What follows belongs to an exercise in optimizing a design on an open flow for small area; a production flow would make more cautious choices. Only simulation tests tie the RTL to the original design; equivalence was not proved. No activity file was given, so power comes from the tool's default toggle rates.

==> design.v <==
module key_xd(
    clk    ,
    rst_n  ,
    key_in ,
    key_vld 
);
parameter                       	DATA_W 	  = 10          ;
parameter                       	KEY_W 	  = 3           ;
parameter                       	TIME_20MS = 1_000       ;
input               	        	clk                     ;
input               	        	rst_n                   ;
input           [KEY_W-1 :0]		key_in                  ;
output          [KEY_W-1 :0]  	    key_vld                 ;
reg             [KEY_W-1 :0]  	    key_vld                 ;
reg             [DATA_W-1:0]  	    cnt                     ;
wire                            	add_cnt                 ;
wire                            	end_cnt                 ;
reg									flag_add                    ;
reg             [KEY_W-1 :0]        key_in_ff1              ;
reg             [KEY_W-1 :0]        key_in_ff0              ;
always  @(posedge clk or negedge rst_n)begin
    if(rst_n==1'b0)begin
        cnt <= {DATA_W{1'b0}};
    end
    else if(add_cnt)begin
        if(end_cnt)
            cnt <= {DATA_W{1'b0}};
        else
            cnt <= cnt + 1'b1;
    end
    else begin
        cnt <= 0;
    end
end
assign add_cnt = flag_add==1'b0 && (&key_in_ff1==0);
assign end_cnt = add_cnt && cnt == TIME_20MS - 1;
always  @(posedge clk or negedge rst_n)begin
    if(rst_n==1'b0)begin
        flag_add <= 1'b0;
    end
    else if(end_cnt)begin
        flag_add <= 1'b1;
    end
    else if(&key_in_ff1==1)begin
        flag_add <= 1'b0;
    end
end
always  @(posedge clk or negedge rst_n)begin
    if(rst_n==1'b0)begin
        key_in_ff0 <= {{KEY_W}{1'b1}};
        key_in_ff1 <= {{KEY_W}{1'b1}};
    end
    else begin
        key_in_ff0 <= key_in    ;
        key_in_ff1 <= key_in_ff0;
    end
end
always  @(posedge clk or negedge rst_n)begin
    if(rst_n==1'b0)begin
        key_vld <= 0;
    end
    else if(end_cnt)begin
        key_vld <= ~key_in_ff1;
    end
    else begin
        key_vld <= 0;
    end
end
endmodule
module key_xd_seg(
	clk,
	rst_n,
	seg_sel,
	segment,
	key
);
input clk ;
input rst_n ;
input [2:0]key;
output [7:0] seg_sel ;
output [6:0] segment ;
reg [7:0] seg_sel ;
reg [6:0] segment ;
reg [9:0] cnt0;
reg [2:0] cnt1;
wire [2:0]key_out;
wire add_cnt0;
reg key_set1;
reg [2:0] key_set2;
reg key_set3;
wire end_cnt0;
wire add_cnt1;
wire end_cnt1;
 key_xd key_xd(
	.clk(clk),
	.rst_n(rst_n),
	.key_in(key),
	.key_vld(key_out)
	);
always @(posedge clk or negedge rst_n)begin 
 if(!rst_n)begin
 cnt0 <= 0;
 end
 else if(add_cnt0)begin
 if(end_cnt0)
 cnt0 <= 0;
 else
 cnt0 <= cnt0 + 1;
 end
end
assign add_cnt0 = 1 ;
assign end_cnt0 = add_cnt0 && cnt0==1000-1 ;
always @(posedge clk or negedge rst_n)begin 
 if(!rst_n)begin
 cnt1 <= 0;
 end
 else if(add_cnt1)begin
 if(end_cnt1)
 cnt1 <= 0;
 else
 cnt1 <= cnt1 + 1;
 end
end
assign add_cnt1 = end_cnt0;
assign end_cnt1 = add_cnt1 && cnt1==8-1 ;
always @(posedge clk or negedge rst_n) begin
	if (!rst_n) begin
		seg_sel<=8'b11111111;
	end
	else   begin
		case(cnt1)
		0:seg_sel<=8'b11111110;
		1:seg_sel<=8'b11111101;
		2:seg_sel<=8'b11111011;
		3:seg_sel<=8'b11110111;
		4:seg_sel<=8'b11101111;
		5:seg_sel<=8'b11011111;
		6:seg_sel<=8'b10111111;
		7:seg_sel<=8'b01111111;
		default:seg_sel<=seg_sel;
		endcase
	end
end
reg[3:0] sel_data;
always @(posedge clk or negedge rst_n) begin
	if (!rst_n) begin
		segment<=7'h01;
	end
	else begin
		case(sel_data)
		0:segment<=7'h01;
        1:segment<=7'h4f;
        2:segment<=7'h12;
        3:segment<=7'h06;
        4:segment<=7'h4c;
        5:segment<=7'h24;
        6:segment<=7'h20;
        7:segment<=7'h0f;
        8:segment<=7'h00;
        9:segment<=7'h04;
        10:segment<=7'h7f;
		default:segment<=segment;
		endcase
	end
end
reg [3:0] sec_seg_1;
reg [2:0] sec_seg_2;
reg [3:0] min_seg_1;
reg [2:0] min_seg_2;
reg [1:0] hou_seg_1;
reg [1:0] hou_seg_2;
reg [15:0]cnt_1s;
reg [14:0]cnt_0_5s;
wire add_cnt_0_5s;
wire end_cnt_0_5s; 
reg  flash_0_5s;
always @(posedge clk or negedge rst_n)begin  
 if(!rst_n)begin
 cnt_0_5s <= 0;
 end
 else if(add_cnt_0_5s)begin
 if(end_cnt_0_5s)
 cnt_0_5s <= 0;
 else
 cnt_0_5s <= cnt_0_5s + 1;
 end
end
assign add_cnt_0_5s = key_set1; 
assign end_cnt_0_5s = add_cnt_0_5s && cnt_0_5s==2_0000-1 ;
always @(posedge clk or negedge rst_n) begin
	if (!rst_n) begin
		flash_0_5s<=0;
	end
	else if (end_cnt_0_5s) begin
		flash_0_5s<=~flash_0_5s;
	end
end
wire add_cnt_1s;
wire end_cnt_1s; 
always @(posedge clk or negedge rst_n)begin
 if(!rst_n)begin
 cnt_1s <= 0;
 end
 else if(add_cnt_1s)begin
 if(end_cnt_1s)
 cnt_1s <= 0;
 else
 cnt_1s <= cnt_1s + 1;
 end
end
assign add_cnt_1s = key_set1==0; 
assign end_cnt_1s = add_cnt_1s && cnt_1s==50_000-1 ;
wire add_sec_1;
wire end_sec_1;
always @(posedge clk or negedge rst_n) begin
	if (!rst_n) begin
		sec_seg_1<=0;	
	end
	else if (add_sec_1) begin
		if (end_sec_1) begin
			sec_seg_1<=0;
		end
		else begin
			sec_seg_1<=sec_seg_1+1;
		end
	end
end
assign add_sec_1 = end_cnt_1s||((key_set2==0)&& key_set3 &&key_set1) ;
assign end_sec_1 = add_sec_1&& sec_seg_1 == 10-1 ;
wire add_sec_2;
wire end_sec_2;
always @(posedge clk or negedge rst_n) begin
	if (!rst_n) begin
		sec_seg_2<=0;	
	end
	else if (add_sec_2) begin
		if (end_sec_2) begin
			sec_seg_2<=0;
		end
		else begin
			sec_seg_2<=sec_seg_2+1;
		end
	end
end
assign add_sec_2 = end_sec_1 || ((key_set2==1)&& key_set3&&key_set1);
assign end_sec_2 = add_sec_2&& sec_seg_2 == 6-1 ;
wire add_min_1;
wire end_min_1;
always @(posedge clk or negedge rst_n) begin
	if (!rst_n) begin
		min_seg_1<=0;	
	end
	else if (add_min_1) begin
		if (end_min_1) begin
			min_seg_1<=0;
		end
		else begin
			min_seg_1<=min_seg_1+1;
		end
	end
end
assign add_min_1 = end_sec_2 || ((key_set2==2)&& key_set3&&key_set1);
assign end_min_1 = add_min_1 && min_seg_1 == 10-1 ;
wire add_min_2;
wire end_min_2;
always @(posedge clk or negedge rst_n) begin
	if (!rst_n) begin
		min_seg_2<=0;	
	end
	else if (add_min_2) begin
		if (end_min_2) begin
			min_seg_2<=0;
		end
		else begin
			min_seg_2<=min_seg_2+1;
		end
	end
end
assign add_min_2 = end_min_1 || ((key_set2==3)&& key_set3&&key_set1);
assign end_min_2 = add_min_2 && min_seg_2 == 6-1 ;
reg [3:0]x;
wire add_hou_1;
wire end_hou_1;
always @(posedge clk or negedge rst_n) begin
	if (!rst_n) begin
		hou_seg_1<=3;	
	end
	else if (add_hou_1) begin
		if (end_hou_1) begin
			hou_seg_1<=0;
		end
		else begin
			hou_seg_1<=hou_seg_1+1;
		end
	end
end
assign add_hou_1 =  end_min_2 || ((key_set2==4)&& key_set3&&key_set1);
assign end_hou_1 = add_hou_1 && hou_seg_1 == x-1 ;
wire add_hou_2;
wire end_hou_2;
always @(posedge clk or negedge rst_n) begin
	if (!rst_n) begin
		hou_seg_2<=2;	
	end
	else if (add_hou_2) begin
		if (end_hou_2) begin
			hou_seg_2<=0;
		end
		else begin
			hou_seg_2<=hou_seg_2+1;
		end
	end
end
assign add_hou_2 =  end_hou_1 ||((key_set2==5)&& key_set3&&key_set1);
assign end_hou_2 = add_hou_2 && hou_seg_2 == 3-1 ;
always@(*)begin
	if (hou_seg_2 == 2) begin
		x<=4;
	end
	else begin
		x<=10;
	end
end
always@(*)begin
	case(cnt1)
	0:begin
	if (key_set2==5) begin
		if (flash_0_5s) begin
			sel_data<=10;
		end
		else begin
			sel_data<=hou_seg_2;
		end
	end
	else begin
			sel_data<=hou_seg_2;
	end
	end
	1:begin
	if (key_set2==4) begin
		if (flash_0_5s) begin
			sel_data<=10;
		end
		else begin
			sel_data<=hou_seg_1;
		end
	end
	else begin
			sel_data<=hou_seg_1;
	end
	end
	2:begin
	if (key_set2==3) begin
		if (flash_0_5s) begin
			sel_data<=10;
		end
		else begin
			sel_data<=min_seg_2;
		end
	end
	else begin
			sel_data<=min_seg_2;
	end
	end
	3:begin 
	if (key_set2==2) begin
		if (flash_0_5s) begin
			sel_data<=10;
		end
		else begin
			sel_data<=min_seg_1;
		end
	end
	else begin
			sel_data<=min_seg_1;
	end    
	end
	4:begin
	if (key_set2==1) begin
		if (flash_0_5s) begin
			sel_data<=10;
		end
		else begin
			sel_data<=sec_seg_2;
		end
	end
	else begin
			sel_data<=sec_seg_2;
	end    
	end
	5:
	begin
	if (key_set2==0) begin
		if (flash_0_5s) begin
			sel_data<=10;
		end
		else begin
			sel_data<=sec_seg_1;
		end
	end
	else begin
			sel_data<=sec_seg_1;
	end    
	end
	default:sel_data<=0;
	endcase
end
always @(posedge clk or negedge rst_n) begin
	if (!rst_n) begin
		key_set1<=0;
	end
	else if (key_out[0]) begin
		key_set1<=~key_set1;
	end
	else begin
		key_set1<=key_set1;
	end
end
always @(posedge clk or negedge rst_n) begin
	if (!rst_n) begin
		key_set2<=0;
	end
	else if (key_set1) begin
		if (key_set2 >6-1) begin
			key_set2<=0;
		end
		else if (key_out[1])begin
			key_set2<=key_set2+1;
		end
		else begin
			key_set2<=key_set2;
		end
	end
end
always @(posedge clk or negedge rst_n) begin
	if (!rst_n) begin
		key_set3<=0;
	end
	else if (key_out[2]) begin
		key_set3<=1;
	end
	else begin
		key_set3<=0;
	end
end
endmodule
==> run.sh <==
#!/bin/bash
# synth_recipe.tcl (not shown) runs the flow's synth.tcl, then flattens the netlist and writes it again
# the make line also repeats each setting of config.mk as NAME=value (left out here)
make -C /OpenROAD-flow-scripts/flow DESIGN_CONFIG=/design/flow/config.mk WORK_HOME=/design/flow/orfs CLKGATE_MAP_FILE= SYNTH_SCRIPT=/design/flow/synth_recipe.tcl finish
==> config.mk <==
export PLATFORM = sky130hd
export DESIGN_NAME = key_xd_seg
export DESIGN_NICKNAME = key_xd_seg
export VERILOG_FILES = /design/flow/design.v
export SDC_FILE = /design/flow/constraint.sdc
export NUM_CORES = 4
export LEC_CHECK = 0
export CAP_MARGIN = 20
export CORE_MARGIN = 2
export CORE_UTILIZATION = 40
export SLEW_MARGIN = 20
==> constraint.sdc <==
create_clock -name core_clock -period 10.0 [get_ports {clk}]
set_input_delay 2.0000 -clock core_clock [delete_from_list [all_inputs] [get_ports {clk}]]
set_output_delay 2.0000 -clock core_clock [all_outputs]
set_load 0.01 [all_outputs]
==> run_results.csv <==
group,metric,value,unit
global_route,grtUsageTotal,0.1406,
critical_path,cp-start-kind,"flop",
timing,hold_slack,0.3493,ns
clock_tree,clock_sinks,103,
critical_path,cpLargestDelayFamily,"flip-flops",
synthesis,synth_cell_types,72,
synthesis,synth_nets,515,
synthesis,synth-edff-count,0,
power_and_ir_drop,leakage,0.002548,uW
critical_path,path_class,"reg -> out",
die,die_area,13770,sq um
critical_path,crit_path_end_kind,"output port",
clock_tree,cts_setup_buffers,0,
route,wl,9130,microns
cells_and_area,fill_cells,1190,
synthesis,synth_adder_area_share,0.05842,
timing,tightest_slew,0.9379,ns
route,drc,0,
placement,gp_congestion,0.7973,
cells_and_area,syn_to_final_growth,12.97,%
timing,post-route-min-period,3.394,ns
critical_path,path_buf_inv,1,
critical_path,worstPathMaxFanout,2,
route,via_per_inst,5.109,
route,drt-initial-drc-count,154,
clock_tree,cts-buffers-inserted,9,
timing,fmax,294.6,MHz
critical_path,required,8.00,ns
power_and_ir_drop,vdd_ir_drop_max,87.39,uV
clock_tree,cts_max_level,3,
die,core_area,12570,sq um
synthesis,synth.avg_cell_area,10.58,sq um
global_route,grt_pass1_vias,3409,
run_status,status,"no timing/DRC/antenna violations",
global_route,grt_overflow,0,
synthesis,synth-simple-area-share,0.2098,
timing,finalSetupTns,0,ns
synthesis,syn_area,5140,sq um
timing,finalCritPeriodShare,0.3394,
timing,layout_setup_ws,6.606,ns
synthesis,yosys-mux-area-fraction,0.01704,
synthesis,synth_top_family_by_area,"simple AND/OR/NAND/NOR gates",
route,vias,3510,
timing,slew_headroom,0.3747,
global_route,grt_pass1_wl,16150,microns
placement,io_buffers,19,
synthesis,synth_compound_area_frac,0.1054,
run,drv_cap,0,
clock_tree,cts_tree,"built",
synthesis,synth_seq_area_share,0.5058,
clock_tree,cts.path.max_buffers,2,
global_route,antenna_found_initial,0,
critical_path,cp.arrival,1.39,ns
global_route,grt_max_degree,77,
timing,report.final.slew_viol_count,0,
die,start_util,0.4090,
clock_tree,clk_pin_slew_worst_paths,0.07,ns
power_and_ir_drop,p_per_area,141.8,nW/um^2
placement,place_ws,6.697,ns
synthesis,postSynthCellCount,486,
synthesis,ys.flop_type,"dfrtp_1",
synthesis,ys_ff_latch,103,
cells_and_area,drive_gt1_frac,0.1165,
synthesis,synth_xor_area_frac,0.07838,
die,die_x,117.4,microns
timing,setup_viol,0,
critical_path,cpPeakStageDelay,0.53,ns
synthesis,yosys_warnings,2,
hold_path,worstHoldPathType,"reg -> reg",
clock_tree,cts.repair.resized,0,
route,wl_per_cell,13.29,microns
clock_tree,worstSkewPairLatency,0.34,ns
die,rows,41,
clock_tree,cts_root_buf,"clkbuf_16",
clock_tree,cts_hold_buf,0,
timing,rsz0062_at_grt,"false",
synthesis,synthArstFlopShare,1.000,
critical_path,slowest_stage,"dfstp_2",
route,postRouteAntennaNets,0,
timing,hold_viol,0,
die,pin_count,20,
cells_and_area,antennaDiodeCount,0,
route,drt_pre_antenna_iters,4,
placement,dp_hpwl,6368,microns
die,die_h,117.4,microns
critical_path,cp_cell_sequence,"clkdlybuf4s50_1",
cells_and_area,final_nets,539,
timing,finalClockSkew,0.007448,ns
power breakdown:
part,switching [uW],internal [uW],total [uW]
logic,16.3,11.3,27.6
clock network,157,202,359
registers,9.48,427,437
cell families (layout without fill, tap and decap cells):
kind of cell    after synthesis  in the layout
flops                       103            103
xor+xnor                     46             46
buf+inv                      28             57
simple gates                202            202
compound gates               75             75
fa+ha+maj                    24             24
mux                           8              8
Yosys cell counts, drive strengths merged, types with 2 or more instances:
cell	instances	area, sq um
mux2	6	67.56
nand4	11	68.82
a31oi	5	31.28
nor2b	3	18.77
nand3b	8	60.06
buf	6	46.29
dfstp	18	473.0
a22o	2	26.28
nor3	10	55.05
and3	10	67.56
nand3	24	130.1
nand2	50	195.2
a22oi	5	37.54
ha	24	300.3
dfrtp	85	2127
a21o	3	22.52
and3b	3	26.28
and4b	3	30.03
o21ai	19	98.85
and4	2	20.02
or2	2	12.52
a21oi	15	90.09
nor2	50	195.2
nand4b	2	23.77
xor2	21	183.9
o211ai	2	20.02
o31ai	3	22.52
nand2b	7	43.79
inv	21	78.83
mux2i	2	20.02
nor4	2	12.51
a211oi	5	47.54
a21boi	4	30.02
xnor2	25	219.0
and2	4	25.02
or3	3	18.77
nor4b	3	26.28
routing by layer:
| layer | global-route usage | vias up | part of all wire |
|---|---|---|---|
| met4 | 0.04970 | 0 | 0.015 |
| met2 | 0.2222 | 35 | 0.46 |
| met5 | 0 | - | 0 |
| met1 | 0.1918 | 1716 | 0.49 |
| li1 | - | 1748 | - |
| met3 | 0.03016 | 11 | 0.032 |
registers in the layout, summed over array words and instances (netlist names), 4 cells and up:
signal      cells
cnt_1s         16
cnt_0_5s       15
cnt0           10
key_xd.cnt     10
seg_sel         8
segment         7
min_seg_1       4
sec_seg_1       4
cell usage in the layout (no fill, tap or decap), drive strengths merged, types with 11 or more instances in the layout:
| master | netlist | layout |
|---|---|---|
| a21oi | 15 | 15 |
| clkdlybuf4s50 | 0 | 18 |
| dfrtp | 85 | 85 |
| dfstp | 18 | 18 |
| ha | 24 | 24 |
| inv | 21 | 22 |
| nand2 | 50 | 50 |
| nand3 | 24 | 24 |
| nand4 | 11 | 11 |
| nor2 | 50 | 50 |
| o21ai | 19 | 19 |
| xnor2 | 25 | 25 |
| xor2 | 21 | 21 |
per-stage QoR:
step / instances / utilization / power (uW) / instance area, sq um
final: 687 / 0.4620 / 823.5 / 5807
after global routing: 687 / 0.4620 / 860.3 / 5807
after CTS: 687 / 0.4620 / 836.1 / 5807
after detailed placement: 671 / 0.4376 / 473.1 / 5500
after global placement: 671 / 0.4376 / 472.0 / 5500
after floorplan: 486 / - / 458.5 / 5140
area by class of cell:
cell class,count,area (sq um),share of cell area
Sequential cell,103,2600,0.4477
Multi-Input combinational cell,355,2411,0.4152
Clock buffer,10,239.0,0.04115
Tap cell,172,215.2,0.03706
Timing Repair Buffer,20,195.2,0.03361
Inverter,21,78.83,0.01357
Clock inverter,6,67.56,0.01164
worst register-to-register path, stage by stage, from the launching register on:
cell	delay, ns
dfrtp_1	0.62
inv_1	0.12
ha_1	0.29
nand3b_1	0.12
o211ai_2	0.13
a211oi_2	0.66
nand2_1	0.15
a311o_1	0.38
path summary, 6_finish.rpt:
| check | to | slack, ns | cells past startpoint | start |
|---|---|---|---|---|
| max in group asynchronous | cnt_0_5s[5] | 7.18 | 2 | rst_n |
| setup / recovery | segment[0] | 6.61 | 1 | segment[0] |
| hold / removal | key_set3 | 0.35 | 0 | key_xd.key_vld[2] |
| hold reg to reg | key_set3 | 0.35 | 0 | key_xd.key_vld[2] |
| min in group asynchronous | cnt0[8] | 1.57 | 1 | rst_n |
| setup reg to reg | segment[1] | 7.41 | 7 | key_set2[2] |

port drivers added, routing unchanged:
Ports are ideal in the flow. The routed layout listed here was re-timed in OpenROAD.
Step 1 assumes that a clkbuf_16 drives the clock port and a buf_2 every other input.
Step 2 moves the port delays by t, midway between the first and last clock arrival at a register: inputs arrive t later, outputs are due t later. That takes back most of the time a late clock gives input paths.
Three values: ideal, step 1, step 2; two values: the first two.
shift t [ns]: 0.378
slack for setup (ns): 6.606 / 6.567 / 6.809
pins driven straight from the clock port: 1
After both steps setup and hold are still met in this run. For this run, drivers alone change the setup slack by -0.039 ns; drivers and shift together by +0.203 ns. Setup slack includes reset recovery checks.
